What follows belongs to an exercise in optimizing a design on an open flow for small area, a short achievable clock period and few clock cycles per item; a production flow would make more cautious choices. RTL that was checked went through simulation tests only; none was proved equivalent to the original. For run 3, only the layout was checked, not whether the RTL still works.

<file path="flow/abc.script">
&get -n
&st
&dch
&nf
&st
&syn2
&if -g -K 6
&synch2
&nf
&st
&syn2
&if -g -K 6
&synch2
&nf
&put
</file>
<file path="config.mk">
export PLATFORM = sky130hd
export DESIGN_NAME = AES
export DESIGN_NICKNAME = AES
export VERILOG_FILES = /design/flow/design.v
export SDC_FILE = /design/flow/constraint.sdc
export NUM_CORES = 4
export LEC_CHECK = 0
export CAP_MARGIN = 20
export CORE_MARGIN = 2
export CORE_UTILIZATION = 40
export SETUP_SLACK_MARGIN = 2.6
export SLEW_MARGIN = 20
export SYNTH_HIERARCHICAL = 1
export SYNTH_MINIMUM_KEEP_SIZE = 0
</file>
<file path="constraint.sdc">
create_clock -name core_clock -period 5.0 [get_ports {clk}]
set_input_delay 1.0000 -clock core_clock [delete_from_list [all_inputs] [get_ports {clk}]]
set_output_delay 1.0000 -clock core_clock [all_outputs]
set_load 0.01 [all_outputs]
</file>
<file path="standard.sh">
#!/bin/bash
# synth_recipe.tcl (not shown) runs the flow's synth.tcl, then flattens the netlist and writes it again
# the make line also repeats each setting of config.mk as NAME=value (left out here)
make -C /OpenROAD-flow-scripts/flow DESIGN_CONFIG=/design/flow/config.mk WORK_HOME=/design/flow/orfs CLKGATE_MAP_FILE= SYNTH_SCRIPT=/design/flow/synth_recipe.tcl "${@:-finish}"
</file>
<file path="flow/run.sh">
#!/bin/bash
# The standard layout (the standard.sh, with the standard flow's synthesis script), except:
#  - ports are buffered by plain buffers instead of the delay buffers buffer_ports picks;
#  - ABC maps the logic with flow/abc.script instead of ORFS's abc_speed.script
#    (a copy of ORFS's scripts folder with only that file replaced).
set -euo pipefail
cp -r "$FLOW_HOME/scripts" scripts_abc
cp flow/abc.script scripts_abc/abc_speed.script
export SCRIPTS_DIR="$PWD/scripts_abc"
export BUFFER_PORTS_ARGS="-buffer_cell sky130_fd_sc_hd__buf_1"
bash standard.sh > standard.log 2>&1
</file>
<file path="design.v">
module NibbleSub(
    input  [3:0] a,
    output [3:0] b
    );
    assign b[0] = (~a[3] & ~a[2] & a[1] & ~a[0])
                 | (~a[3] & ~a[2] & a[1] & a[0])
                 | (~a[3] & a[2] & ~a[1] & a[0])
                 | (~a[3] & a[2] & a[1] & ~a[0])
                 | (a[3] & ~a[2] & ~a[1] & ~a[0])
                 | (a[3] & a[2] & ~a[1] & ~a[0])
                 | (a[3] & a[2] & ~a[1] & a[0])
                 | (a[3] & a[2] & a[1] & a[0]);
    assign b[1] = (~a[3] & ~a[2] & ~a[1] & ~a[0])
                 | (~a[3] & a[2] & ~a[1] & ~a[0])
                 | (~a[3] & a[2] & ~a[1] & a[0])
                 | (~a[3] & a[2] & a[1] & ~a[0])
                 | (a[3] & ~a[2] & ~a[1] & ~a[0])
                 | (a[3] & ~a[2] & ~a[1] & a[0])
                 | (a[3] & ~a[2] & a[1] & ~a[0])
                 | (a[3] & a[2] & a[1] & a[0]);
    assign b[2] = (~a[3] & ~a[2] & ~a[1] & ~a[0])
                 | (~a[3] & ~a[2] & ~a[1] & a[0])
                 | (~a[3] & ~a[2] & a[1] & ~a[0])
                 | (~a[3] & a[2] & ~a[1] & a[0])
                 | (a[3] & ~a[2] & a[1] & ~a[0])
                 | (a[3] & ~a[2] & a[1] & a[0])
                 | (a[3] & a[2] & ~a[1] & ~a[0])
                 | (a[3] & a[2] & a[1] & a[0]);
    assign b[3] = (~a[3] & ~a[2] & ~a[1] & ~a[0])
                 | (~a[3] & ~a[2] & a[1] & ~a[0])
                 | (~a[3] & a[2] & ~a[1] & a[0])
                 | (~a[3] & a[2] & a[1] & ~a[0])
                 | (~a[3] & a[2] & a[1] & a[0])
                 | (a[3] & ~a[2] & ~a[1] & a[0])
                 | (a[3] & ~a[2] & a[1] & a[0])
                 | (a[3] & a[2] & ~a[1] & a[0]);
endmodule
module key_generation(
    input  [15:0] k,
    input  [3:0]  r,
    output [15:0] p
    );
    wire [3:0] p4 = k[15:12] ^ r;
    wire [3:0] p5 = p4 ^ k[11:8];
    wire [3:0] p6 = p5 ^ k[7:4];
    wire [3:0] p7 = p6 ^ k[3:0];
    assign p = {p4, p5, p6, p7};
endmodule
module AES_datapath(
    input         load, last,
    input  [15:0] t, p,
    input  [3:0]  sk,
    input  [15:0] data_input, input_vector, key,
    output [15:0] s_d, k_d
    );
    function [3:0] x2(input [3:0] a);
        x2 = {a[2:0], 1'b0} ^ {2'b00, a[3], a[3]};
    endfunction
    wire [3:0] u01 = x2(t[15:12] ^ t[11:8]) & {4{~last}};
    wire [3:0] u23 = x2(t[7:4] ^ t[3:0]) & {4{~last}};
    wire [15:0] m = t ^ {u01, u01, u23, u23};
    wire [15:0] kn = p ^ {4{sk}};
    assign k_d = load ? key : kn;
    assign s_d = (load ? (data_input ^ input_vector) : m) ^ k_d;
endmodule
module AES(
    input clk,nrst,load,
    input [15:0] data_input,input_vector,key,
    input  [3:0] round_number,
    output [15:0] data_output,
    output finish
    );
    reg [15:0] s, k;
    reg [3:0]  r;
    reg        last, busy, fin;
    wire [3:0] t0, t1, t2, t3;
    NibbleSub ns0(.a(s[15:12]), .b(t0));
    NibbleSub ns1(.a(s[3:0]),   .b(t1));
    NibbleSub ns2(.a(s[7:4]),   .b(t2));
    NibbleSub ns3(.a(s[11:8]),  .b(t3));
    wire [3:0] sk;
    NibbleSub ns4(.a(k[3:0]), .b(sk));
    wire [15:0] p;
    key_generation kp(.k(k), .r(r), .p(p));
    wire [15:0] s_d, k_d;
    AES_datapath dp(.load(load), .last(last), .t({t0, t1, t2, t3}), .sk(sk), .p(p),
                    .data_input(data_input), .input_vector(input_vector), .key(key),
                    .s_d(s_d), .k_d(k_d));
    wire [3:0]  r_d = load ? 4'd1 : r + 4'd1;
    always @(posedge clk) begin
        if (load | busy) s <= s_d;
        k    <= k_d;
        r    <= r_d;
        last <= (r_d == round_number);
    end
    always @(posedge clk or negedge nrst) begin
        if (!nrst) begin
            busy <= 1'b0;
            fin  <= 1'b0;
        end else if (load) begin
            busy <= 1'b1;
            fin  <= 1'b0;
        end else if (busy & last) begin
            busy <= 1'b0;
            fin  <= 1'b1;
        end
    end
    assign data_output = s;
    assign finish = fin;
endmodule
</file>
==> results by group, run 1 <==
Run status
  • Status: no timing/DRC/antenna violations

Critical path
  • Register-to-register path setup slack: 2700 ps
  • Critical Path Source Type: register
  • Setup crit end: s[14]
  • Crit-path max cell delay: 490 ps
  • Req. time, crit path: 5040 ps
  • FF-to-FF Start: s[1]
  • CP delay by family, top: XOR/XNOR gates
  • Critical R2R Capture: s[14]
  • Slowest CP cell: edfxtp_1
  • Peak fanout along the critical path: 8
  • Crit path DAT: 2340 ps
  • Cells along the critical path: nand2_1 > xor2_1 > a211oi_1 > xnor2_1 > nor2_1 > xor2_1 > o21ai_0 > xnor2_1
  • Crit end category: register
  • Buf+Inv Stages, Crit Path: 0
  • Reg2Reg Depth: 8
  • CP Launch Point: s[1]
  • CP Class: reg -> reg
  • Critical Path Stages: 8

Logic synthesis
  • Synth Area in Adders: 0.430%
  • Area leader, netlist: xnor2_1
  • Synth top area share: 20.8%
  • Sequential-to-total area share from yosys stat: 32.7%
  • Largest cells by area after synthesis: xnor2_1 (21%), edfxtp_1 (17%), dfxtp_1 (14%)
  • Net Count, Synth: 382
  • Synthesized area: 2910 um2
  • Mux cell area share after synthesis: ~2.1%
  • XOR/XNOR Fraction of Synth Area: 33.2%
  • Synth Register Bits: 39
  • Compound-gate portion of the synthesized area: about 15%
  • Syn_area_per_cell: about 9 um2
  • Netlist cell types: 28
  • Post-Synth Simple-Gate Area: 16.3%
  • Syn. warnings: 8
  • Largest family of logic cells by synthesized area: XOR/XNOR gates
  • Mapped Cells: between 300 and 400

Clocking
  • Number of buffers created by CTS: 5
  • Clock sinks: 39
  • CTS tree: yes
  • Bufs on Longest Clock Path: 2
  • H-tree Lvls: 2
  • CTS root buffer: clkbuf_8
  • Clock transition at the registers of the reported paths: 70 ps
  • Worst-Skew Late Latency: ~290 ps

Placement
  • # port buffers: between 70 and 80
  • Pre-CTS WS: 2060 ps
  • Gpl congestion: about 0.8
  • Dpl hpwl: between 4000 and 5000 um
  • Placed cell count: 497

STA
  • Worst slew pin tran: 644 ps
  • Max-slew headroom: 57.0%
  • Final Max Tran Viols: 0
  • Final min period: 2300 ps
  • Fmax: 435 MHz
  • RSZ-0062 raised after global routing: yes
  • Final setup viols: 0
  • TNS Setup: 0 ps
  • Fin crit share: 46.0%
  • Worst Skew: 8.12 ps
  • Final WS setup: 2700 ps
  • Fin. Hold Viols: 0

Routing
  • Initial DRC count: 72
  • Routed vias: roughly 2500
  • Vias per cell: 4.77
  • Pre-antenna DRT Iters: 4
  • Total Routed Length: roughly 6700 um
  • # DRC: 0
  • Avg WL per Cell: 12.7 um
  • Antenna viol nets, final: 0

Final layout
  • Commonest non-fill, non-tap cell in the layout: buf_1
  • Non-Filler Instances: 528
  • ANT cells: 0
  • Syn-to-layout area delta: 24.9%
  • Layout cells sized above 1: around a tenth
  • Most frequent cells in the layout: buf_1 (70), xnor2_1 (65), nand2_1 (42)
  • Final #Nets: around 480

Run
  • Max-cap violations: 0

Die
  • Core ar.: 7140 um2
  • Die height: just under 90 um
  • # IOs: 72
  • Die Wd: 89.3 um
  • Initial Util: between 40% and 50%
  • Die area: 7970 um2
  • Core Rows: 31

Global routing
  • First-pass GRT wire length: 10300 um
  • Largest net degree at the start of global routing: 75
  • Total grt overflow: 0
  • Initial antenna violation count: 0
  • Total track usage: between 10% and 20%
  • Vias in the first global route: 2272

Hold path
  • Hold Path Class: in -> async
## Yosys cell counts
master	instances
xnor2_1	69
nand2_1	42
xor2_1	31
o21ai_0	30
dfxtp_1	21
nand2b_1	21
edfxtp_1	16
nor2_1	15
a21oi_1	11
o21a_1	9
a31oi_1	6
clkinv_1	6
nand3_1	6
a211oi_1	5
mux2i_1	5
nor3b_1	5
o211ai_1	5
nor3_1	4
o31ai_1	4
xnor3_1	4
nor2b_1	3
dfrtp_1	2
a21o_1	1
and3_1	1
ha_1	1
mux2_1	1
nor4b_1	1
or2_0	1
## final cells by class
class                   count  area [um2]
clock buffers               8        80.1
fillers                   731        3500
inverters                   6        22.5
multi-input cells         281        2010
flip-flops and latches     39         951
well taps                  99         124
repair buffers             95         445
## timing repair
item	4_1_cts	5_1_grt
gates cloned	0	0
endpoints found under the setup margin	16	26
pin swaps	0	2
buffers inserted	0	23
gates resized for setup	1	14
hold buffers	0	0
## per-stage QoR
stage          utilization, %  instance area (um2)  hold WS [ps]
3_3_place_gp             46.4                 3310           491
6_report                 50.9                 3630           491
3_5_place_dp             46.4                 3310           486
4_1_cts                  47.5                 3390           482
5_1_grt                  50.9                 3630           479
2_1_floorplan               -                 2910           452
## registers in the layout, summed over array words and instances, names as in the netlist
name / count
r: 4
k: 16
s: 16
last: 1
busy: 1
fin: 1
## layer usage
| layer | vias to the layer above | wire [um] | track usage, % |
|---|---|---|---|
| li1 | 1320 | - | - |
| met4 | 0 | 89 | 4.75 |
| met5 | - | 0 | 0 |
| met1 | 1145 | 3230 | 22.4 |
| met2 | 44 | 3140 | 27.9 |
| met3 | 10 | 239 | 3.23 |
## modules after synthesis (local to each module, per instance)
module | cells | times used | cell area (um2)
NibbleSub | 19 | 5 | 119
key_generation | 20 | 1 | 230
AES_datapath | 148 | 1 | 976
AES | 63 | 1 | 1110
## worst min-delay path by stage
stage | cells after the start | slack [ps] | startpoint | to
after global routing | 1 | 480 | nrst | busy
after global placement | 2 | 490 | fin | fin
after detailed placement | 2 | 490 | fin | fin
final | 1 | 490 | nrst | busy
after CTS | 1 | 480 | nrst | busy
after floorplan | 1 | 450 | r[0] | r[0]
## logic make-up after synthesis
family | Yosys count
buffers and inverters | 6
adders and majority gates | 1
DFF | 39
AOI/OAI and AO/OA | 71
xor gates and xnor gates | 104
muxes | 6
and+or+nand+nor | 99
Testbench counts, summed over its fixed seeds: cycles 1,935, items 192.
==> run 2, diff against run 1 <==
==> flow/abc.script (replaced) <==
strash
dch -f
map -a
topo
==> run 2 against run 1 <==
Against the previous run:
- first-iteration DRC count grew 38%
- highest routed layer unchanged
- utilization grew 5.0 points
- worst hold slack lost 12 ps
- sequential share of layout area shrank 1.1 points
- fmax shrank 2.4%
- still clean on timing, DRC and antenna
- cell area grew 4.5%
- non-clock buffer count grew 8
- via count grew 9.6%
- wire length grew 6.4%
- global-route usage grew 0.18 points
- final cell count grew 7.6%
- clock-buffer cell count shrank 1
==> results by group, run 2 <==
Final layout
  • Top flop regs: k: 16 flops, s: 16 flops, r: 4 flops
  • Commonest non-fill, non-tap cell in the layout: buf_1
  • Syn-to-layout area delta: 34.9%
  • FF+latch area: 951 um2 (unchanged)
  • Layout cells sized above 1: 18.0% (+7.8 points)
  • Most frequent cells in the layout: buf_1 (70), xor2_1 (63), nand2_1 (48)
  • # fillers: 640 (-12%)
  • Post-layout util: 55.9% (+5.0 points)
  • ANT cells: 0 (unchanged)
  • Non-Filler Instances: 568 (+7.6%)
  • Area occupied by multi-input gates: 1950 um2 (-2.9%)
  • Final #Nets: 527 (+8.9%)
  • Final Instance Area: 3800 um2 (+4.5%)

Die
  • Core Rows: 30 (-3.2%)
  • # IOs: 72 (unchanged)
  • Die Wd: 87.9 um (-1.5%)
  • Die height: 87.9 um (-1.5%)
  • Core ar.: 6790 um2 (-4.8%)
  • Die area: 7730 um2 (-3.0%)
  • Initial Util: 41.5% (+0.69 points)

Logic synthesis
  • Synth Register Bits: 39 (unchanged)
  • Commonest cells post-synth: xor2_1 (66), nand2_1 (50), o21ai_0 (48)
  • Netlist cell types: 17 (-39%)
  • Mapped Cells: 361 (+11%)
  • Net Count, Synth: 417 (+9.2%)
  • Number of enable flip-flop cells after synthesis: 16 (unchanged)
  • Syn_area_per_cell: 7.80 um2 (-13%)
  • Most common flop cell mapped by yosys: dfxtp_1
  • Largest cells by area after synthesis: xor2_1 (21%), edfxtp_1 (17%), dfxtp_1 (15%)
  • Synth top area share: 20.5% (-0.25 points)
  • Syn. warnings: 8 (unchanged)
  • Cell with the most instances after synthesis: xor2_1
  • Area leader, netlist: xor2_1
  • Sequential-to-total area share from yosys stat: 33.8% (+1.1 points)
  • Share of flip-flops with an asynchronous set or reset: 5.13% (unchanged)
  • Synthesized area: 2820 um2 (-3.2%)

Run status
  • Status: no timing/DRC/antenna violations

STA
  • Final Max Tran Viols: 0 (unchanged)
  • RSZ-0062 raised after global routing: yes
  • Worst Skew: 7.89 ps (-0.228 ps)
  • Final min period: 2360 ps (+57.6 ps)
  • Final setup viols: 0 (unchanged)
  • Fin. Hold Viols: 0 (unchanged)
  • Fin crit share: 47.2% (+1.2 points)
  • TNS Setup: 0 ps (unchanged)
  • Max-slew headroom: 61.4% (+4.5 points)
  • Worst slew pin tran: 578 ps (-66.0 ps)
  • Fmax: 424 MHz (-2.4%)

Routing
  • Routed vias: 2762 (+9.6%)
  • Initial DRC count: 99 (+38%)
  • Total Routed Length: 7120 um (+6.4%)
  • Pre-antenna DRT Iters: 4 (unchanged)
  • Avg WL per Cell: 12.5 um (-1.1%)
  • Antenna viol nets, final: 0 (unchanged)
  • WL met2: 3310 um (+5.3%)
  • Max layer used: met4
  • DR WL met3: 313 um (+31%)
  • Vias per cell: 4.86 (+1.9%)
  • # DRC: 0 (unchanged)
  • Met1 Routed Length: 3390 um (+5.1%)

Clocking
  • CTS root buffer: clkbuf_8
  • H-tree Lvls: 2 (unchanged)
  • Worst-Skew Late Latency: 290 ps (about the same)
  • Clock transition at the registers of the reported paths: 80 ps (about the same)
  • Clock sinks: 39 (unchanged)
  • Number of buffers created by CTS: 5 (unchanged)
  • CTS tree: yes
  • Bufs on Longest Clock Path: 2 (unchanged)
  • # hold bufs at CTS: 0 (unchanged)

Critical path
  • Req. time, crit path: 5020 ps (-20 ps)
  • Critical Path Source Type: register
  • CP Class: reg -> reg
  • Cells along the critical path: xor2_1 > xor2_1 > xor2_1 > xor2_1 > xnor2_1 > o21ai_0 > xor2_1
  • Peak fanout along the critical path: 4 (-4)
  • Crit-path max cell delay: 420 ps (-70 ps)
  • Crit path DAT: 2380 ps (+40 ps)
  • Buf+Inv Stages, Crit Path: 0 (unchanged)
  • Slowest CP cell: o21ai_0
  • Crit end category: register
  • CP dominant cell by count: xor2_1
  • CP delay by family, top: XOR/XNOR gates

Placement
  • Area post-placement: 3200 um2 (-3.1%)
  • # port buffers: 71 (unchanged)
  • Placed cell count: 528 (+6.2%)
  • Gpl congestion: 0.911 (+14%)
  • Dpl hpwl: 5020 um (+5.2%)

Run
  • Max-cap violations: 0 (unchanged)

Hold path
  • Hold Path Class: in -> async

Global routing
  • Total track usage: 17.0% (+0.18 points)
  • Largest net degree at the start of global routing: 68 (-9.3%)
  • Initial antenna violation count: 0 (unchanged)
  • Total grt overflow: 0 (unchanged)
  • First-pass GRT wire length: 10400 um (+0.53%)
  • Vias in the first global route: 2312 (+1.8%)
## run 2: cell count changes after synthesis, sizes merged, moves of 9 or more
cell,previous run,this run
xnor2,69,27
xor2,31,66
clkinv,6,37
nor2,15,43
nand2b,21,0
o21ai,30,48
nand4,0,15
o21a,9,0
## run 2: per-layer routing
metal | vias to the layer above | GRT usage [%]
li1 | 1435 | -
met1 | 1234 | 23.6
met2 | 76 | 28.2
met3 | 17 | 2.54
met4 | 0 | 3.36
met5 | - | 0
## run 2: timing repair
item,CTS,global route
resized for setup,5,66
buffers inserted,12,20
pin swaps,3,15
setup endpoints to repair,25,32
## run 2: logic make-up (layout without fill, tap and decap cells)
kind of cell	count (synthesis)	in the layout	share of synthesized area (%)
AND/OR/NAND/NOR	122	122	18.3
XOR/XNOR	93	93	28.9
AO/OA/AOI/OAI	69	69	13.6
flip-flops	39	39	33.8
buffers and inverters	37	148	4.93
adder cells (fa/ha/maj)	1	1	0.444
## run 2: final cells by class
class | instances | share of cell area [%]
clock buffers | 7 | 3.13
clock inverters | 1 | 0.165
inverters | 37 | 3.66
multi-input cells | 285 | 51.4
flip-flops and latches | 39 | 25.0
well taps | 96 | 3.16
repair buffers | 103 | 13.4
## run 2: final timing paths
path | from | to | slack (ps) | cells past startpoint
min in group core_clock | fin | fin | 500 | 2
hold reg to reg | fin | fin | 500 | 2
max in group asynchronous | nrst | busy | 4400 | 1
hold / removal | nrst | fin | 480 | 1
setup reg to reg | r[2] | s[2] | 2640 | 7
setup / recovery | r[2] | s[2] | 2640 | 7
## run 2: through the flow
stage	hold slack [ps]	setup WS [ps]
2_1_floorplan	444	2790
3_3_place_gp	481	1870
3_5_place_dp	488	1780
6_report	479	2640
5_1_grt	468	2540
4_1_cts	472	2580
## run 2: Yosys stat by module, one instance, submodules excluded
module | cells | times used
key_generation | 16 | 1
AES_datapath | 153 | 1
NibbleSub | 26 | 5
AES | 62 | 1
==> run 3, diff against run 2 <==
--- a/design.v
+++ b/design.v
@@ -36,18 +36,8 @@
                  | (a[3] & a[2] & ~a[1] & a[0]);
 endmodule
-module key_generation(
-    input  [15:0] k,
-    input  [3:0]  r,
-    output [15:0] p
-    );
-    wire [3:0] p4 = k[15:12] ^ r;
-    wire [3:0] p5 = p4 ^ k[11:8];
-    wire [3:0] p6 = p5 ^ k[7:4];
-    wire [3:0] p7 = p6 ^ k[3:0];
-    assign p = {p4, p5, p6, p7};
-endmodule
 module AES_datapath(
     input         load, last,
-    input  [15:0] t, p,
+    input  [15:0] t, k,
+    input  [3:0]  r,
     input  [3:0]  sk,
     input  [15:0] data_input, input_vector, key,
@@ -60,5 +50,9 @@
     wire [3:0] u23 = x2(t[7:4] ^ t[3:0]) & {4{~last}};
     wire [15:0] m = t ^ {u01, u01, u23, u23};
-    wire [15:0] kn = p ^ {4{sk}};
+    wire [3:0] w4 = k[15:12] ^ r ^ sk;
+    wire [3:0] w5 = w4 ^ k[11:8];
+    wire [3:0] w6 = w5 ^ k[7:4];
+    wire [3:0] w7 = w6 ^ k[3:0];
+    wire [15:0] kn = {w4, w5, w6, w7};
     assign k_d = load ? key : kn;
     assign s_d = (load ? (data_input ^ input_vector) : m) ^ k_d;
@@ -81,8 +75,6 @@
     wire [3:0] sk;
     NibbleSub ns4(.a(k[3:0]), .b(sk));
-    wire [15:0] p;
-    key_generation kp(.k(k), .r(r), .p(p));
     wire [15:0] s_d, k_d;
-    AES_datapath dp(.load(load), .last(last), .t({t0, t1, t2, t3}), .sk(sk), .p(p),
+    AES_datapath dp(.load(load), .last(last), .t({t0, t1, t2, t3}), .sk(sk), .k(k), .r(r),
                     .data_input(data_input), .input_vector(input_vector), .key(key),
                     .s_d(s_d), .k_d(k_d));
==> flow/run.sh (replaced) <==
#!/bin/bash
# The standard layout (the standard.sh, standard synthesis included), with the
# ports buffered by plain buffers instead of the delay buffers buffer_ports picks.
set -euo pipefail
export BUFFER_PORTS_ARGS="-buffer_cell sky130_fd_sc_hd__buf_1"
bash standard.sh > standard.log 2>&1
removed: flow/abc.script
==> run 3 against run 2 <==
Against the previous run:
- critical path depth rose by 1
- still clean on timing, DRC and antenna
- utilization decreased by 6.0 points
- via count decreased by 13%
- fmax is 2.0% higher
- clock-buffer cell count fell by 2
- die area grew 8.1%
- highest routed layer unchanged
- synthesized area rose by 8.4%
==> results by group, run 3 <==
Run status
  • Status: no timing/DRC/antenna violations

STA
  • Worst Skew: 8.18 ps (+0.293 ps)
  • Max-slew headroom: 67.1% (+5.7 points)
  • Worst slew pin tran: 493 ps (-85.5 ps)
  • RSZ-0062 raised after global routing: yes
  • Final Max Tran Viols: 0 (unchanged)
  • Final min period: 2310 ps (-47.3 ps)
  • Fin crit share: 46.2% (-0.95 points)
  • Fin. Hold Viols: 0 (unchanged)
  • TNS Setup: 0 ps (unchanged)
  • Final setup viols: 0 (unchanged)
  • Fmax: 433 MHz (+2.0%)

Hold path
  • Hold Path Class: in -> async

Logic synthesis
  • Share of flip-flops with an asynchronous set or reset: 5.13% (unchanged)
  • Largest cells by area after synthesis: xnor2_1 (20%), edfxtp_1 (16%), dfxtp_1 (14%)
  • Synth top area share: 19.5% (-1.0 points)
  • Most common flop cell mapped by yosys: dfxtp_1
  • Net Count, Synth: 385 (-7.7%)
  • Sequential-to-total area share from yosys stat: 31.1% (-2.6 points)
  • Cell with the most instances after synthesis: xnor2_1
  • Mapped Cells: 329 (-8.9%)
  • Area leader, netlist: xnor2_1
  • Number of enable flip-flop cells after synthesis: 16 (unchanged)
  • Synthesized area: 3050 um2 (+8.4%)
  • Synth Register Bits: 39 (unchanged)
  • Syn. warnings: 8 (unchanged)
  • Netlist cell types: 38 (+21)
  • Commonest cells post-synth: xnor2_1 (68), nand2_1 (27), xor2_1 (27)
  • Syn_area_per_cell: 9.28 um2 (+19%)

Routing
  • Pre-antenna DRT Iters: 4 (unchanged)
  • Routed vias: 2402 (-13%)
  • Vias per cell: 4.78 (-1.6%)
  • Total Routed Length: 6640 um (-6.7%)
  • # DRC: 0 (unchanged)
  • Initial DRC count: 96 (-3.0%)
  • Antenna viol nets, final: 0 (unchanged)
  • Avg WL per Cell: 13.2 um (+5.6%)

Global routing
  • Initial antenna violation count: 0 (unchanged)
  • Largest net degree at the start of global routing: 38 (-44%)
  • Vias in the first global route: 2207 (-4.5%)
  • First-pass GRT wire length: 10500 um (+1.1%)
  • Total track usage: 15.7% (-1.3 points)
  • Total grt overflow: 0 (unchanged)

Clocking
  • H-tree Lvls: 2 (unchanged)
  • Bufs on Longest Clock Path: 2 (unchanged)
  • CTS tree: yes
  • Clock transition at the registers of the reported paths: 80 ps (about the same)
  • # hold bufs at CTS: 0 (unchanged)
  • Clock sinks: 39 (unchanged)
  • Worst-Skew Late Latency: 300 ps (about the same)
  • CTS root buffer: clkbuf_8
  • Number of buffers created by CTS: 5 (unchanged)

Critical path
  • CP dominant cell by count: xnor2_1
  • Cells along the critical path: nor3b_2 > a31oi_1 > o21a_1 > xnor2_1 > xnor2_1 > xnor2_1 > xnor2_1 > mux2_2
  • Critical Path Source Type: register
  • Peak fanout along the critical path: 8 (+4)
  • Crit path DAT: 2360 ps (-20 ps)
  • CP delay by family, top: XOR/XNOR gates
  • CP Class: reg -> reg
  • Crit end category: register
  • Crit-path max cell delay: 430 ps (about the same)
  • Slowest CP cell: dfxtp_2
  • Req. time, crit path: 5050 ps (+30 ps)
  • Buf+Inv Stages, Crit Path: 0 (unchanged)

Final layout
  • ANT cells: 0 (unchanged)
  • Syn-to-layout area delta: 19.8%
  • Top flop regs: k: 16 flops, s: 16 flops, r: 4 flops
  • Final #Nets: 458 (-13%)
  • Post-layout util: 49.9% (-6.0 points)
  • Most frequent cells in the layout: buf_1 (70), xnor2_1 (63), nand2_1 (27)
  • # fillers: 709 (+11%)
  • Commonest non-fill, non-tap cell in the layout: buf_1
  • Layout cells sized above 1: 15.6% (-2.4 points)

Run
  • Max-cap violations: 0 (unchanged)

Die
  • Die Wd: 91.4 um (+3.9%)
  • # IOs: 72 (unchanged)
  • Core ar.: 7330 um2 (+7.9%)
  • Core Rows: 31 (+3.3%)
  • Die height: 91.4 um (+3.9%)
  • Initial Util: 41.7% (+0.21 points)
  • Die area: 8350 um2 (+8.1%)

Placement
  • Dpl hpwl: 5030 um (+0.33%)
  • # port buffers: 71 (unchanged)
  • Gpl congestion: 0.782 (-14%)
run 3: cell type report:
class / count / area [um2] / area share, %
clock buffer: 5 / 68.8 / 1.88
clock inverter: 3 / 43.8 / 1.20
inverter: 6 / 22.5 / 0.616
multi-input combinational: 266 / 2080 / 56.7
sequential: 39 / 958 / 26.2
tap: 99 / 124 / 3.39
timing repair buffer: 84 / 365 / 9.99
run 3: worst reg2reg max path: stages (launching register included):
cell,delay [ps]
dfxtp_2,430
nor3b_2,240
a31oi_1,70
o21a_1,160
xnor2_1,150
xnor2_1,390
xnor2_1,210
xnor2_1,160
mux2_2,260
run 3: path summary, 6_finish.rpt:
check,startpoint,end,slack [ps],depth (start not counted)
worst min register to register,fin,fin,500,2
worst max register to register,k[0],s[3],2690,8
worst min-delay path,nrst,fin,480,1
max in group asynchronous,nrst,busy,4400,1
min in group core_clock,fin,fin,500,2
worst max-delay path,k[0],s[3],2690,8
run 3: metal layers:
layer  track usage, %  share of wire [%]
met2             25.4                 46
met4             3.79                1.0
met3             2.82                4.4
met1             21.7                 48
met5                0                  0
run 3: metrics by stage:
stage / cells / setup slack (ps) / hold WS (ps) / instance area, um2
after global routing: 502 / 2550 / 468 / 3660
final: 502 / 2690 / 477 / 3660
after CTS: 490 / 2610 / 469 / 3500
after floorplan: 329 / 2650 / 467 / 3050
after global placement: 482 / 2310 / 490 / 3360
after detailed placement: 482 / 2300 / 493 / 3360
run 3: timing repair:
action / 4_1_cts / 5_1_grt
endpoints found under the setup margin: 6 / 30
resized for setup: 7 / 15
pin swaps: 0 / 4
buffers inserted: 0 / 12
cloned: 0 / 0
run 3: logic make-up after synthesis:
group / after synthesis / synth area share, %
XOR/XNOR: 102 / 31.9
AND/OR/NAND/NOR: 88 / 15.5
AO/OA/AOI/OAI: 59 / 11.6
flip-flops: 39 / 31.1
buffers and inverters: 24 / 3.81
multiplexers: 16 / 5.69
adder cells (fa/ha/maj): 1 / 0.410
run 3: modules after synthesis, one instance, submodules excluded:
module	copies in the design	cells inside
AES_datapath	1	160
AES	1	64
NibbleSub	5	21
==> run 4, diff against run 3 <==
--- a/design.v
+++ b/design.v
@@ -36,8 +36,18 @@
                  | (a[3] & a[2] & ~a[1] & a[0]);
 endmodule
+module key_generation(
+    input  [15:0] k,
+    input  [3:0]  r,
+    output [15:0] p
+    );
+    wire [3:0] p4 = k[15:12] ^ r;
+    wire [3:0] p5 = p4 ^ k[11:8];
+    wire [3:0] p6 = p5 ^ k[7:4];
+    wire [3:0] p7 = p6 ^ k[3:0];
+    assign p = {p4, p5, p6, p7};
+endmodule
 module AES_datapath(
-    input         load, last,
-    input  [15:0] t, k,
-    input  [3:0]  r,
+    input         load, busy, last,
+    input  [15:0] s, t, p,
     input  [3:0]  sk,
     input  [15:0] data_input, input_vector, key,
@@ -50,11 +60,8 @@
     wire [3:0] u23 = x2(t[7:4] ^ t[3:0]) & {4{~last}};
     wire [15:0] m = t ^ {u01, u01, u23, u23};
-    wire [3:0] w4 = k[15:12] ^ r ^ sk;
-    wire [3:0] w5 = w4 ^ k[11:8];
-    wire [3:0] w6 = w5 ^ k[7:4];
-    wire [3:0] w7 = w6 ^ k[3:0];
-    wire [15:0] kn = {w4, w5, w6, w7};
+    wire [15:0] kn = p ^ {4{sk}};
     assign k_d = load ? key : kn;
-    assign s_d = (load ? (data_input ^ input_vector) : m) ^ k_d;
+    wire [15:0] sn = (load ? (data_input ^ input_vector) : m) ^ k_d;
+    assign s_d = (load | busy) ? sn : s;
 endmodule
 module AES(
@@ -75,11 +82,13 @@
     wire [3:0] sk;
     NibbleSub ns4(.a(k[3:0]), .b(sk));
+    wire [15:0] p;
+    key_generation kp(.k(k), .r(r), .p(p));
     wire [15:0] s_d, k_d;
-    AES_datapath dp(.load(load), .last(last), .t({t0, t1, t2, t3}), .sk(sk), .k(k), .r(r),
+    AES_datapath dp(.load(load), .busy(busy), .last(last), .s(s), .t({t0, t1, t2, t3}), .sk(sk), .p(p),
                     .data_input(data_input), .input_vector(input_vector), .key(key),
                     .s_d(s_d), .k_d(k_d));
     wire [3:0]  r_d = load ? 4'd1 : r + 4'd1;
     always @(posedge clk) begin
-        if (load | busy) s <= s_d;
+        s    <= s_d;
         k    <= k_d;
         r    <= r_d;
==> run 4 against run 3 <==
Against the previous run:
- sequential share of layout area down 4.1 points
- die area up 3.2%
- fmax up 6.6%
- cell area down 2.2%
- global-route usage up 1.2 points
- critical path type unchanged
- clock-buffer cell count up 1
- sequential cell count unchanged
- utilization down 3.4 points
- worst setup slack better by 140 ps
==> results by group, run 4 <==
Logic synthesis
  • Sequential-to-total area share from yosys stat: 25.0% (-6.1 points)
  • Share of flip-flops with an asynchronous set or reset: 5.13% (unchanged)
  • Netlist cell types: 38 (unchanged)
  • Most common flop cell mapped by yosys: dfxtp_1
  • Syn. warnings: 8 (unchanged)
  • Synth Register Bits: 39 (unchanged)
  • Cell with the most instances after synthesis: xnor2_1
  • Area leader, netlist: dfxtp_1
  • Synth top area share: 23.5% (+4.0 points)
  • Net Count, Synth: 414 (+7.5%)
  • Commonest cells post-synth: xnor2_1 (77), xor2_1 (39), dfxtp_1 (37)
  • Syn_area_per_cell: 8.82 um2 (-5.0%)
  • Largest cells by area after synthesis: dfxtp_1 (23%), xnor2_1 (21%), xor2_1 (11%)
  • Synthesized area: 3160 um2 (+3.4%)
  • Number of enable flip-flop cells after synthesis: 0 (-16)
  • Mapped Cells: 358 (+8.8%)

Die
  • Die area: 8620 um2 (+3.2%)
  • Core Rows: 32 (+3.2%)
  • Die Wd: 92.8 um (+1.6%)
  • Core ar.: 7690 um2 (+4.9%)
  • # IOs: 72 (unchanged)
  • Initial Util: 41.1% (-0.60 points)
  • Die height: 92.8 um (+1.6%)

Global routing
  • First-pass GRT wire length: 11600 um (+11%)
  • Total track usage: 16.9% (+1.2 points)
  • Largest net degree at the start of global routing: 56 (+47%)
  • Total grt overflow: 0 (unchanged)
  • Initial antenna violation count: 0 (unchanged)
  • Vias in the first global route: 2440 (+11%)

STA
  • Final setup viols: 0 (unchanged)
  • Fmax: 461 MHz (+6.6%)
  • Fin Hold WS: 489 ps (+12.0 ps)
  • Worst slew pin tran: 637 ps (+144 ps)
  • Max-slew headroom: 57.6% (-9.5 points)
  • Worst Skew: 10.0 ps (+1.86 ps)
  • RSZ-0062 raised after global routing: no
  • Fin crit share: 43.4% (-2.9 points)
  • Final min period: 2170 ps (-144 ps)
  • Fin. Hold Viols: 0 (unchanged)
  • Final Max Tran Viols: 0 (unchanged)
  • TNS Setup: 0 ps (unchanged)

Critical path
  • Crit path DAT: 2320 ps (-40 ps)
  • CP Class: reg -> reg
  • Crit end category: register
  • Slowest CP cell: dfxtp_1
  • Req. time, crit path: 5150 ps (+100 ps)
  • Cells along the critical path: nand2_1 > xor2_1 > a211oi_2 > xor2_1 > xor2_1 > xnor2_1 > o21ai_1
  • Critical Path Source Type: register
  • CP dominant cell by count: xor2_1
  • Buf+Inv Stages, Crit Path: 0 (unchanged)
  • CP delay by family, top: XOR/XNOR gates
  • Peak fanout along the critical path: 10 (+2)
  • Crit-path max cell delay: 560 ps (+130 ps)

Placement
  • Gpl congestion: 0.743 (-5.0%)
  • # port buffers: 71 (unchanged)
  • Dpl hpwl: 5440 um (+8.1%)

Final layout
  • Layout cells sized above 1: 7.69% (-7.9 points)
  • Commonest non-fill, non-tap cell in the layout: xnor2_1
  • Final #Nets: 471 (+2.8%)
  • Syn-to-layout area delta: 13.3%
  • Most frequent cells in the layout: xnor2_1 (77), buf_1 (70), xor2_1 (39)
  • ANT cells: 0 (unchanged)
  • Top flop regs: k: 16 flops, s: 16 flops, r: 4 flops

Run status
  • Status: no timing/DRC/antenna violations

Routing
  • Total Routed Length: 7100 um (+7.0%)
  • Antenna viol nets, final: 0 (unchanged)
  • Vias per cell: 4.96 (+3.6%)
  • Pre-antenna DRT Iters: 4 (unchanged)
  • Routed vias: 2567 (+6.9%)
  • # DRC: 0 (unchanged)
  • Initial DRC count: 95 (-1.0%)
  • Avg WL per Cell: 13.7 um (+3.7%)

Clocking
  • Bufs on Longest Clock Path: 2 (unchanged)
  • Number of buffers created by CTS: 5 (unchanged)
  • H-tree Lvls: 2 (unchanged)
  • Clock transition at the registers of the reported paths: 80 ps (about the same)
  • CTS root buffer: clkbuf_8
  • CTS tree: yes
  • Clock sinks: 39 (unchanged)
  • Worst-Skew Late Latency: 290 ps (about the same)
  • Post-CTS Setup Inserts: 0 (unchanged)

Run
  • Max-cap violations: 0 (unchanged)

Hold path
  • Hold Path Class: in -> async
==> run 4: stage by stage <==
stage	util, %	instance area [um2]	std cells	worst slack, ps
2_1_floorplan	-	3160	358	3080
3_3_place_gp	44.6	3430	510	1940
3_5_place_dp	44.6	3430	510	1780
4_1_cts	46.5	3580	518	2780
5_1_grt	46.5	3580	518	2640
6_report	46.5	3580	518	2830
==> run 4: layer usage <==
| metal | share of wire, % | track usage, % | routed length (um) | vias to the layer above |
|---|---|---|---|---|
| li1 | - | - | - | 1312 |
| met5 | 0 | 0 | 0 | - |
| met1 | 47 | 22.3 | 3340 | 1184 |
| met3 | 5.4 | 3.01 | 385 | 4 |
| met4 | 0.58 | 4.04 | 41 | 0 |
| met2 | 47 | 28.7 | 3330 | 67 |
==> run 4: final timing paths <==
path                       slack (ps)  startpoint  cells past startpoint     to
hold / removal                    490        nrst                      1    fin
setup reg to reg                 2830        k[2]                      7  s[13]
setup / recovery                 2830        k[2]                      7  s[13]
hold reg to reg                   510         fin                      2    fin
max in group asynchronous        4380        nrst                      1   busy
min in group core_clock           510         fin                      2    fin
==> run 4: cell type report <==
cell class / instances / area (um2)
clock inverter: 2 / 60.1
timing repair buffer: 71 / 270
fill: 801 / 4110
multi-input combinational: 292 / 2230
tap: 102 / 128
clock buffer: 6 / 72.6
sequential: 39 / 792
inverter: 6 / 22.5
==> run 4: per-module statistics from Yosys, one instance, submodules excluded <==
module	times used	cell area, um2	cells inside
AES_datapath	1	1240	170
NibbleSub	5	139	21
key_generation	1	260	20
AES	1	957	63
==> run 4: repair_timing <==
action	4_1_cts	5_1_grt
gates resized for setup	4	1
setup endpoints to repair	16	1
hold buffers	0	0
==> run 4: worst register-to-register path, stage by stage, from the launching register on <==
cell	delay, ps
dfxtp_1	560
nand2_1	140
xor2_1	170
a211oi_2	470
xor2_1	290
xor2_1	190
xnor2_1	140
o21ai_1	70
==> run 4: cell families (layout without fill, tap and decap cells) <==
family	Yosys count	in the layout	share of synthesized area [%]
adders and majority gates	1	1	0.396
xor gates and xnor gates	124	124	37.1
DFF	39	39	25.0
buffers and inverters	27	85	4.64
and+or+nand+nor	78	78	14.0
muxes	10	10	3.49
AOI/OAI and AO/OA	79	79	15.3
Testbench counts of run 4, summed over its fixed seeds: cycles 1,935, items 192.
==> run 5, diff against run 4 <==
--- a/config.mk
+++ b/config.mk
@@ -9,5 +9,5 @@
 export CORE_MARGIN = 2
 export CORE_UTILIZATION = 40
-export SETUP_SLACK_MARGIN = 2.6
+export SETUP_SLACK_MARGIN = 2.8
 export SLEW_MARGIN = 20
 export SYNTH_HIERARCHICAL = 1
==> run 5 against run 4 <==
Against the previous run:
- still clean on timing, DRC and antenna
- final cell count is the same
- via count is 0.23% higher
- worst hold slack worse by 4.1 ps
- fmax rose by 4.6%
- clock-buffer cell count unchanged
- worst setup slack better by 95 ps
- largest cell class unchanged
==> results by group, run 5 <==
Critical path
  • FF-to-FF Start: k[1]
  • Req. time, crit path: 5160 ps (about the same)
  • Register-to-register path setup slack: 2930 ps (+100 ps)
  • Crit path DAT: 2230 ps (-90 ps)
  • Reg2Reg Depth: 7 (unchanged)
  • Peak fanout along the critical path: 8 (-2)
  • Critical R2R Capture: s[14]
  • Crit end category: register
  • Setup crit end: s[14]
  • Critical Path Source Type: register
  • CP Class: reg -> reg
  • CP Launch Point: k[1]

STA
  • TNS Setup: 0 ps (unchanged)
  • Worst slew pin tran: 595 ps (-42.1 ps)
  • Final min period: 2070 ps (-95.1 ps)
  • RSZ-0062 raised after global routing: yes
  • Fmax: 483 MHz (+4.6%)
  • Final setup viols: 0 (unchanged)
  • Final Max Tran Viols: 0 (unchanged)
  • Final WS setup: 2930 ps (+95.1 ps)
  • Max-slew headroom: 60.4% (+2.8 points)
  • Fin crit share: 41.4% (-1.9 points)
  • Fin. Hold Viols: 0 (unchanged)
  • Fin Hold WS: 485 ps (-4.07 ps)
  • Worst Skew: 8.95 ps (-1.09 ps)

Logic synthesis
  • Cell with the most instances after synthesis: xnor2_1
  • Largest cells by area after synthesis: dfxtp_1 (23%), xnor2_1 (21%), xor2_1 (11%)
  • Syn_area_per_cell: 8.82 um2 (unchanged)
  • Share of flip-flops with an asynchronous set or reset: 5.13% (unchanged)
  • Sequential-to-total area share from yosys stat: 25.0% (unchanged)
  • Area leader, netlist: dfxtp_1
  • Synthesized area: 3160 um2 (unchanged)
  • Mapped Cells: 358 (unchanged)
  • Synth top area share: 23.5% (unchanged)
  • Net Count, Synth: 414 (unchanged)
  • Most common flop cell mapped by yosys: dfxtp_1
  • Commonest cells post-synth: xnor2_1 (77), xor2_1 (39), dfxtp_1 (37)
  • Netlist cell types: 38 (unchanged)
  • Syn. warnings: 8 (unchanged)
  • Number of enable flip-flop cells after synthesis: 0 (unchanged)
  • Synth Register Bits: 39 (unchanged)

Global routing
  • Total track usage: 17.0% (+0.085 points)
  • Total grt overflow: 0 (unchanged)
  • First-pass GRT wire length: 11600 um (+0.42%)
  • Vias in the first global route: 2437 (-0.12%)
  • Largest net degree at the start of global routing: 56 (unchanged)
  • Initial antenna violation count: 0 (unchanged)

Die
  • # IOs: 72 (unchanged)
  • Initial Util: 41.1% (unchanged)
  • Die area: 8620 um2 (unchanged)
  • Die height: 92.8 um (unchanged)
  • Die Wd: 92.8 um (unchanged)
  • Core Rows: 32 (unchanged)
  • Core ar.: 7690 um2 (unchanged)

Routing
  • Routed vias: 2573 (+0.23%)
  • Total Routed Length: 7110 um (about the same)
  • Antenna viol nets, final: 0 (unchanged)
  • Initial DRC count: 84 (-12%)
  • Avg WL per Cell: 13.7 um (about the same)
  • Vias per cell: 4.97 (+0.23%)
  • # DRC: 0 (unchanged)
  • Pre-antenna DRT Iters: 4 (unchanged)

Final layout
  • # fillers: 796 (-0.62%)
  • Post-layout util: 46.9% (+0.37 points)
  • Top flop regs: k: 16 flops, s: 16 flops, r: 4 flops
  • Most frequent cells in the layout: xnor2_1 (77), buf_1 (70), xor2_1 (39)
  • Layout cells sized above 1: 10.1% (+2.4 points)
  • Final Instance Area: 3610 um2 (+0.80%)
  • Non-Filler Instances: 518 (unchanged)
  • ANT cells: 0 (unchanged)
  • Final #Nets: 471 (unchanged)
  • Syn-to-layout area delta: 14.2%
  • Commonest non-fill, non-tap cell in the layout: xnor2_1

Placement
  • Placed cell count: 510 (unchanged)
  • Pre-CTS WS: 1780 ps (unchanged)
  • Area post-placement: 3430 um2 (unchanged)
  • Gpl congestion: 0.743 (unchanged)
  • # port buffers: 71 (unchanged)
  • Dpl hpwl: 5440 um (unchanged)

Run status
  • Status: no timing/DRC/antenna violations

Clocking
  • H-tree Lvls: 2 (unchanged)
  • Clock sinks: 39 (unchanged)
  • CTS root buffer: clkbuf_8
  • Clock transition at the registers of the reported paths: 80 ps (about the same)
  • CTS tree: yes
  • Worst-Skew Late Latency: 290 ps (about the same)
  • Number of buffers created by CTS: 5 (unchanged)
  • Bufs on Longest Clock Path: 2 (unchanged)

Run
  • Max-cap violations: 0 (unchanged)

Hold path
  • Hold Path Class: in -> async
-- run 5: cell count changes in the layout (fill, tap and decap cells not counted) --
cell | before | now
dfxtp_2 | 1 | 8
dfxtp_1 | 36 | 29
a211oi_2 | 1 | 2
a211oi_4 | 0 | 1
nand2b_1 | 21 | 20
nand2b_2 | 0 | 1
a211oi_1 | 4 | 2
-- run 5: logic make-up after synthesis --
group,synth area share (%)
adders and majority gates,0.396
muxes,3.49
buffers and inverters,4.64
and+or+nand+nor,14.0
DFF,25.0
AOI/OAI and AO/OA,15.3
xor gates and xnor gates,37.1
-- run 5: worst min path at each step --
stage	end	slack, ps
6_report	fin	480
5_1_grt	busy	480
4_1_cts	fin	480
3_5_place_dp	fin	500
3_3_place_gp	fin	490
2_1_floorplan	busy	500
-- run 5: metal layers --
| metal | vias to the layer above | GRT usage (%) | part of all wire [%] |
|---|---|---|---|
| met5 | - | 0 | 0 |
| met3 | 10 | 3.01 | 5.3 |
| met1 | 1185 | 22.3 | 47 |
| met2 | 69 | 29.0 | 46 |
| li1 | 1309 | - | - |
| met4 | 0 | 3.92 | 1.9 |
-- run 5: layout make-up --
type                            count  area [um2]  share of cell area (%)
Multi-Input combinational cell    292        2250                    62.5
Clock inverter                      2        60.1                    1.67
Clock buffer                        6        72.6                    2.01
Sequential cell                    39         801                    22.2
Inverter                            6        22.5                   0.625
Tap cell                          102         128                    3.54
Timing Repair Buffer               71         270                    7.49
-- run 5: worst max-delay path: stages (launching register included) --
cell	delay (ps)
dfxtp_1	570
nand2b_1	180
mux2i_1	70
a21oi_1	470
xnor2_1	160
o21ai_1	240
xnor2_1	160
o21ai_0	90
-- run 5: Yosys stat by module (local to each module, per instance) --
module,cell area [um2],copies in the design,cells inside
AES,957,1,63
AES_datapath,1240,1,170
NibbleSub,139,5,21
key_generation,260,1,20
-- run 5: timing repair --
action / CTS / global route
hold buffers: 0 / 0
endpoints found under the setup margin: 21 / 8
gates cloned: 0 / 0
buffers inserted: 0 / 0
resized for setup: 6 / 10
==> run 6, diff against run 5 <==
--- a/config.mk
+++ b/config.mk
@@ -9,5 +9,5 @@
 export CORE_MARGIN = 2
 export CORE_UTILIZATION = 40
-export SETUP_SLACK_MARGIN = 2.8
+export SETUP_SLACK_MARGIN = 3.2
 export SLEW_MARGIN = 20
 export SYNTH_HIERARCHICAL = 1
==> run 6 against run 5 <==
Against the previous run:
- still clean
- fmax is 8.6% higher
- sequential share of layout area decreased by 2.9 points
- first-iteration DRC count is 15% higher
- die area is the same
- clock-buffer cell count down 1
- utilization up 12 points
- final cell count up 11%
- critical path depth increased by 1
- critical endpoint is now s[13]
==> results by group, run 6 <==
Die
  • Die Wd: 92.8 um (unchanged)
  • # IOs: 72 (unchanged)
  • Initial Util: 41.1% (unchanged)
  • Die height: 92.8 um (unchanged)
  • Die area: 8620 um2 (unchanged)
  • Core Rows: 32 (unchanged)
  • Core ar.: 7690 um2 (unchanged)

Routing
  • Avg WL per Cell: 14.7 um (+7.4%)
  • Pre-antenna DRT Iters: 4 (unchanged)
  • Initial DRC count: 97 (+15%)
  • Antenna viol nets, final: 0 (unchanged)
  • # DRC: 0 (unchanged)
  • Routed vias: 2799 (+8.8%)
  • Vias per cell: 4.88 (-1.7%)
  • Total Routed Length: 8450 um (+19%)

Global routing
  • Total track usage: 18.5% (+1.5 points)
  • Largest net degree at the start of global routing: 56 (unchanged)
  • Initial antenna violation count: 0 (unchanged)
  • First-pass GRT wire length: 12600 um (+8.5%)
  • Total grt overflow: 0 (unchanged)
  • Vias in the first global route: 2631 (+8.0%)

Logic synthesis
  • Netlist cell types: 38 (unchanged)
  • Number of enable flip-flop cells after synthesis: 0 (unchanged)
  • Net Count, Synth: 414 (unchanged)
  • Sequential-to-total area share from yosys stat: 25.0% (unchanged)
  • Area leader, netlist: dfxtp_1
  • Synth top area share: 23.5% (unchanged)
  • Cell with the most instances after synthesis: xnor2_1
  • Syn_area_per_cell: 8.82 um2 (unchanged)
  • Most common flop cell mapped by yosys: dfxtp_1
  • Synth Register Bits: 39 (unchanged)
  • Commonest cells post-synth: xnor2_1 (77), xor2_1 (39), dfxtp_1 (37)
  • Mapped Cells: 358 (unchanged)
  • Synthesized area: 3160 um2 (unchanged)
  • Largest cells by area after synthesis: dfxtp_1 (23%), xnor2_1 (21%), xor2_1 (11%)
  • Share of flip-flops with an asynchronous set or reset: 5.13% (unchanged)
  • Syn. warnings: 8 (unchanged)

STA
  • Max-slew headroom: 61.2% (+0.82 points)
  • Final setup viols: 0 (unchanged)
  • Fin Hold WS: 484 ps (-0.531 ps)
  • Final min period: 1910 ps (-164 ps)
  • RSZ-0062 raised after global routing: yes
  • Fin. Hold Viols: 0 (unchanged)
  • Fin crit share: 38.2% (-3.3 points)
  • Fmax: 524 MHz (+8.6%)
  • Final Max Tran Viols: 0 (unchanged)
  • Worst Skew: 5.96 ps (-3.00 ps)
  • TNS Setup: 0 ps (unchanged)
  • Worst slew pin tran: 582 ps (-13.1 ps)

Critical path
  • Req. time, crit path: 5170 ps (about the same)
  • CP delay by family, top: XOR/XNOR gates
  • Buf+Inv Stages, Crit Path: 1 (+1)
  • FF-to-FF Start: k[1]
  • Crit end category: register
  • Critical R2R Capture: s[13]
  • CP Class: reg -> reg
  • Slowest CP cell: dfxtp_4
  • Crit-path max cell delay: 410 ps (-160 ps)
  • Peak fanout along the critical path: 8 (unchanged)
  • Reg2Reg Depth: 8 (+1)
  • Cells along the critical path: nand2_2 > xor2_1 > a211oi_4 > buf_6 > xor2_1 > xor2_1 > xnor2_1 > o21ai_1
  • Register-to-register path setup slack: 3090 ps (+160 ps)
  • CP dominant cell by count: xor2_1
  • Critical Path Source Type: register
  • Crit path DAT: 2080 ps (-150 ps)
  • CP Launch Point: k[1]

Final layout
  • Syn-to-layout area delta: 43.0%
  • Post-layout util: 58.7% (+12 points)
  • Layout cells sized above 1: 36.5% (+26 points)
  • # fillers: 669 (-16%)
  • Most frequent cells in the layout: xnor2_1 (73), buf_1 (53), buf_4 (43)
  • ANT cells: 0 (unchanged)
  • Top flop regs: k: 16 flops, s: 16 flops, r: 4 flops
  • Commonest non-fill, non-tap cell in the layout: xnor2_1
  • Final #Nets: 526 (+12%)

Clocking
  • Bufs on Longest Clock Path: 2 (unchanged)
  • Number of buffers created by CTS: 5 (unchanged)
  • # hold bufs at CTS: 0 (unchanged)
  • H-tree Lvls: 2 (unchanged)
  • Clock sinks: 39 (unchanged)
  • Clock transition at the registers of the reported paths: 80 ps (about the same)
  • Worst-Skew Late Latency: 290 ps (about the same)
  • CTS root buffer: clkbuf_8
  • CTS tree: yes

Placement
  • # port buffers: 71 (unchanged)
  • Dpl hpwl: 5470 um (+0.53%)
  • Gpl congestion: 0.781 (+5.1%)

Hold path
  • Hold Path Class: in -> async

Run status
  • Status: no timing/DRC/antenna violations

Run
  • Max-cap violations: 0 (unchanged)
-- run 6: cell types whose count changed in the layout (fill, tap and decap cells not counted), sizes merged --
cell / delta
clkbuf: +1
bufinv: -2
buf: +53
clkinv: +3
-- run 6: cell type report --
class                           instances  area, um2  area share (%)
Timing Repair Buffer                  126        846            18.7
Sequential cell                        39        871            19.3
Multi-Input combinational cell        292       2560            56.8
Tap cell                              102        128            2.83
Clock inverter                          3       15.0           0.333
Inverter                                6       22.5           0.499
Clock buffer                            5       68.8            1.52
-- run 6: worst max path at each step --
stage / endpoint / slack [ps] / depth (start not counted)
after floorplan: s[12] / 3200 / 9
final: s[13] / 3090 / 8
after global placement: s[6] / 2250 / 4
after detailed placement: s[7] / 2190 / 4
after CTS: s[1] / 3080 / 8
after global routing: s[13] / 2980 / 8
-- run 6: per-layer routing --
metal  GRT usage [%]  vias to the layer above  wire length [um]
met5               0                        -                 0
met4            4.41                        0               126
met3            2.69                       14               312
met2            33.1                       65              4380
met1            23.3                     1314              3630
li1                -                     1406                 -
-- run 6: through the flow --
stage,cell area (um2),instances,setup slack [ps]
detailed placement,3460,510,2190
CTS,4140,554,3080
finish,4510,573,3090
global route,4510,573,2980
global placement,3460,510,2250
floorplan,3210,358,3200
-- run 6: worst register-to-register path, delay by kind of cell, from the launching register on --
kind | cells | cell delay, ps
buffers and inverters | 1 | 190
AOI/OAI and AO/OA | 2 | 290
DFF | 1 | 410
xor gates and xnor gates | 4 | 830
and+or+nand+nor | 1 | 70
-- run 6: logic make-up after synthesis --
| group | count (synthesis) | share of synthesized area, % |
|---|---|---|
| xor gates and xnor gates | 124 | 37.1 |
| buffers and inverters | 27 | 4.64 |
| adders and majority gates | 1 | 0.396 |
| muxes | 10 | 3.49 |
| AOI/OAI and AO/OA | 79 | 15.3 |
| and+or+nand+nor | 78 | 14.0 |
| DFF | 39 | 25.0 |
-- run 6: Yosys stat by module, one instance, submodules excluded --
module | flip-flops and latches | cell area [um2]
AES_datapath | 0 | 1240
AES | 39 | 957
key_generation | 0 | 260
NibbleSub | 0 | 139
-- run 6: repair_timing --
item,CTS,global route
setup endpoints to repair,53,33
setup buffers,36,19
pin swaps,14,31
resized for setup,100,51
==> run 7, diff against run 6 <==
--- a/config.mk
+++ b/config.mk
@@ -9,5 +9,5 @@
 export CORE_MARGIN = 2
 export CORE_UTILIZATION = 40
-export SETUP_SLACK_MARGIN = 3.2
+export SETUP_SLACK_MARGIN = 3.4
 export SLEW_MARGIN = 20
 export SYNTH_HIERARCHICAL = 1
==> run 7 against run 6 <==
Against the previous run:
- still clean on timing, DRC and antenna
- clock-buffer cell count is 1 higher
- wire length is 9.1% higher
- synthesized cell count stayed put
- critical path type unchanged
- largest cell class unchanged
- highest routed layer unchanged
==> results by group, run 7 <==
Run status
  • Status: no timing/DRC/antenna violations

Logic synthesis
  • Number of enable flip-flop cells after synthesis: 0 (unchanged)
  • Syn_area_per_cell: 8.82 um2 (unchanged)
  • Commonest cells post-synth: xnor2_1 (77), xor2_1 (39), dfxtp_1 (37)
  • Area leader, netlist: dfxtp_1
  • Netlist cell types: 38 (unchanged)
  • Net Count, Synth: 414 (unchanged)
  • Synthesized area: 3160 um2 (unchanged)
  • Sequential-to-total area share from yosys stat: 25.0% (unchanged)
  • Synth Register Bits: 39 (unchanged)
  • Largest cells by area after synthesis: dfxtp_1 (23%), xnor2_1 (21%), xor2_1 (11%)
  • Cell with the most instances after synthesis: xnor2_1
  • Syn. warnings: 8 (unchanged)
  • Synth top area share: 23.5% (unchanged)
  • Share of flip-flops with an asynchronous set or reset: 5.13% (unchanged)
  • Mapped Cells: 358 (unchanged)
  • Most common flop cell mapped by yosys: dfxtp_1

Routing
  • Antenna viol nets, final: 0 (unchanged)
  • Pre-antenna DRT Iters: 4 (unchanged)
  • # DRC: 0 (unchanged)
  • Initial DRC count: 82 (-15%)
  • Total Routed Length: 9210 um (+9.1%)
  • Vias per cell: 4.95 (+1.4%)
  • Avg WL per Cell: 16.0 um (+8.5%)
  • Routed vias: 2853 (+1.9%)

Final layout
  • Syn-to-layout area delta: 48.9%
  • Final #Nets: 529 (+0.57%)
  • ANT cells: 0 (unchanged)
  • Non-Filler Instances: 576 (+0.52%)
  • Most frequent cells in the layout: xnor2_1 (74), buf_1 (55), buf_4 (39)
  • Layout cells sized above 1: 39.0% (+2.5 points)
  • Top flop regs: k: 16 flops, s: 16 flops, r: 4 flops
  • Commonest non-fill, non-tap cell in the layout: xnor2_1

Die
  • # IOs: 72 (unchanged)
  • Die area: 8620 um2 (unchanged)
  • Core Rows: 32 (unchanged)
  • Die height: 92.8 um (unchanged)
  • Initial Util: 41.1% (unchanged)
  • Die Wd: 92.8 um (unchanged)
  • Core ar.: 7690 um2 (unchanged)

Placement
  • Placed cell count: 511 (+0.20%)
  • # port buffers: 71 (unchanged)
  • Dpl hpwl: 5520 um (+1.0%)
  • Gpl congestion: 0.774 (-0.95%)

Critical path
  • Crit path DAT: 2100 ps (+20 ps)
  • Peak fanout along the critical path: 6 (-2)
  • Crit end category: register
  • Cells along the critical path: buf_6 > a31oi_1 > o21a_1 > xor2_2 > and2b_2 > xor2_2 > xnor2_1 > o21ai_1
  • Req. time, crit path: 5170 ps (about the same)
  • CP Class: reg -> reg
  • CP dominant cell by count: xor2_2
  • Crit-path max cell delay: 400 ps (about the same)
  • Critical Path Source Type: register
  • Slowest CP cell: dfxtp_4

STA
  • TNS Setup: 0 ps (unchanged)
  • Final Max Tran Viols: 0 (unchanged)
  • RSZ-0062 raised after global routing: yes
  • Fin crit share: 38.6% (+0.45 points)
  • Max-slew headroom: 62.4% (+1.2 points)
  • Final min period: 1930 ps (+22.5 ps)
  • Final setup viols: 0 (unchanged)
  • Worst Skew: 10.1 ps (+4.15 ps)
  • Worst slew pin tran: 563 ps (-18.3 ps)
  • Fmax: 518 MHz (-1.2%)
  • Fin. Hold Viols: 0 (unchanged)

Run
  • Max-cap violations: 0 (unchanged)

Clocking
  • CTS tree: yes
  • Bufs on Longest Clock Path: 2 (unchanged)
  • Worst-Skew Late Latency: 300 ps (about the same)
  • # hold bufs at CTS: 0 (unchanged)
  • H-tree Lvls: 2 (unchanged)
  • CTS root buffer: clkbuf_8
  • Clock sinks: 39 (unchanged)
  • Number of buffers created by CTS: 5 (unchanged)
  • Clock transition at the registers of the reported paths: 90 ps (about the same)

Global routing
  • Initial antenna violation count: 0 (unchanged)
  • Total grt overflow: 0 (unchanged)
  • Vias in the first global route: 2806 (+6.7%)
  • Total track usage: 20.8% (+2.4 points)
  • First-pass GRT wire length: 14000 um (+11%)
  • Largest net degree at the start of global routing: 28 (-50%)

Hold path
  • Hold Path Class: in -> async
-- run 7: cell counts after synthesis --
No cell type changed its count.
-- run 7: area by class of cell --
| class | instances | area, um2 |
|---|---|---|
| Multi-Input combinational cell | 292 | 2620 |
| Inverter | 6 | 22.5 |
| Timing Repair Buffer | 129 | 940 |
| Tap cell | 102 | 128 |
| Sequential cell | 39 | 868 |
| Clock inverter | 2 | 35.0 |
| Fill cell | 679 | 2990 |
| Clock buffer | 6 | 82.6 |
-- run 7: stage by stage --
stage                     setup WS [ps]  util [%]  hold WS, ps  area (um2)
after floorplan                    3220         -          510        3370
final                              3070      61.1          469        4700
after global routing               3030      61.1          465        4700
after detailed placement           2510      46.0          490        3540
after CTS                          3130      57.1          462        4390
after global placement             2580      46.0          492        3540
-- run 7: path summary, 6_finish.rpt --
path,endpoint,slack (ps),depth (start not counted),startpoint
setup / recovery,s[0],3070,8,s[11]
hold / removal,busy,470,1,nrst
setup reg to reg,s[0],3070,8,s[11]
hold reg to reg,fin,510,2,fin
max in group asynchronous,fin,4400,1,nrst
min in group core_clock,fin,510,2,fin
-- run 7: what timing repair did --
action / 4_1_cts / 5_1_grt
gates resized for setup: 88 / 43
cloned: 1 / 1
setup endpoints to repair: 47 / 40
buffers inserted: 46 / 9
pin swaps: 35 / 34
-- run 7: logic make-up (layout without fill, tap and decap cells) --
logic type / Yosys count / count (layout) / synth area share (%)
xor+xnor: 124 / 124 / 37.1
compound gates: 79 / 79 / 15.3
simple gates: 78 / 78 / 14.0
flops: 39 / 39 / 25.0
buf+inv: 27 / 143 / 4.64
mux: 10 / 10 / 3.49
fa+ha+maj: 1 / 1 / 0.396
-- run 7: routing by layer --
layer,part of all wire [%],up-vias,track usage [%]
li1,-,1410,-
met2,53,76,37.3
met3,4.2,14,3.34
met4,2.4,0,6.25
met1,41,1353,25.6
met5,0,-,0
-- run 7: Yosys stat by module, one instance, submodules excluded --
module / flops+latches / cells / area (um2) / times used
key_generation: 0 / 20 / 260 / 1
NibbleSub: 0 / 21 / 139 / 5
AES_datapath: 0 / 170 / 1240 / 1
AES: 39 / 63 / 957 / 1
-- run 7: worst max-delay path: cells and delay by family (launching register included) --
kind | cells | cell delay, ps
compound gates | 3 | 470
simple gates | 1 | 240
xor+xnor | 3 | 560
flops | 1 | 400
buf+inv | 1 | 150

[separate check: timing with driven ports]
The results above use ideal ports. As a check the final layouts listed here were re-extracted and re-timed, cells and wires unchanged. Step 1, drivers: a clkbuf_16 drives clk and a buf_2 each remaining input, both assumed. Step 2 adds t to the input delays and takes it off the output delays; t is the mean of the earliest and latest rising clock arrival at the registers after step 1. Input paths then give back, and output paths get back, about the clock's delay inside the block. Slacks: ideal ports / drivers / drivers and shift; pairs: ideal ports / drivers.
run	shift t [ns]	setup slack, ns	latest minus earliest clock arrival (ns)
run 1	0.311	2.699 / 2.699 / 2.528	0.008 / 0.008
run 2	0.306	2.641 / 2.641 / 2.470	0.008 / 0.008
run 3	0.320	2.688 / 2.688 / 2.480	0.009 / 0.008
run 4	0.315	2.832 / 2.832 / 2.541	0.010 / 0.010
run 5	0.319	2.928 / 2.928 / 2.678	0.009 / 0.009
run 6	0.313	3.092 / 3.074 / 2.900	0.006 / 0.006
run 7	0.320	3.069 / 3.043 / 3.007	0.010 / 0.010
After both steps every run listed still meets setup and hold. The setup slack of run 4, which loses most, moves by 0.000 ns with the drivers and by -0.291 ns with both steps.
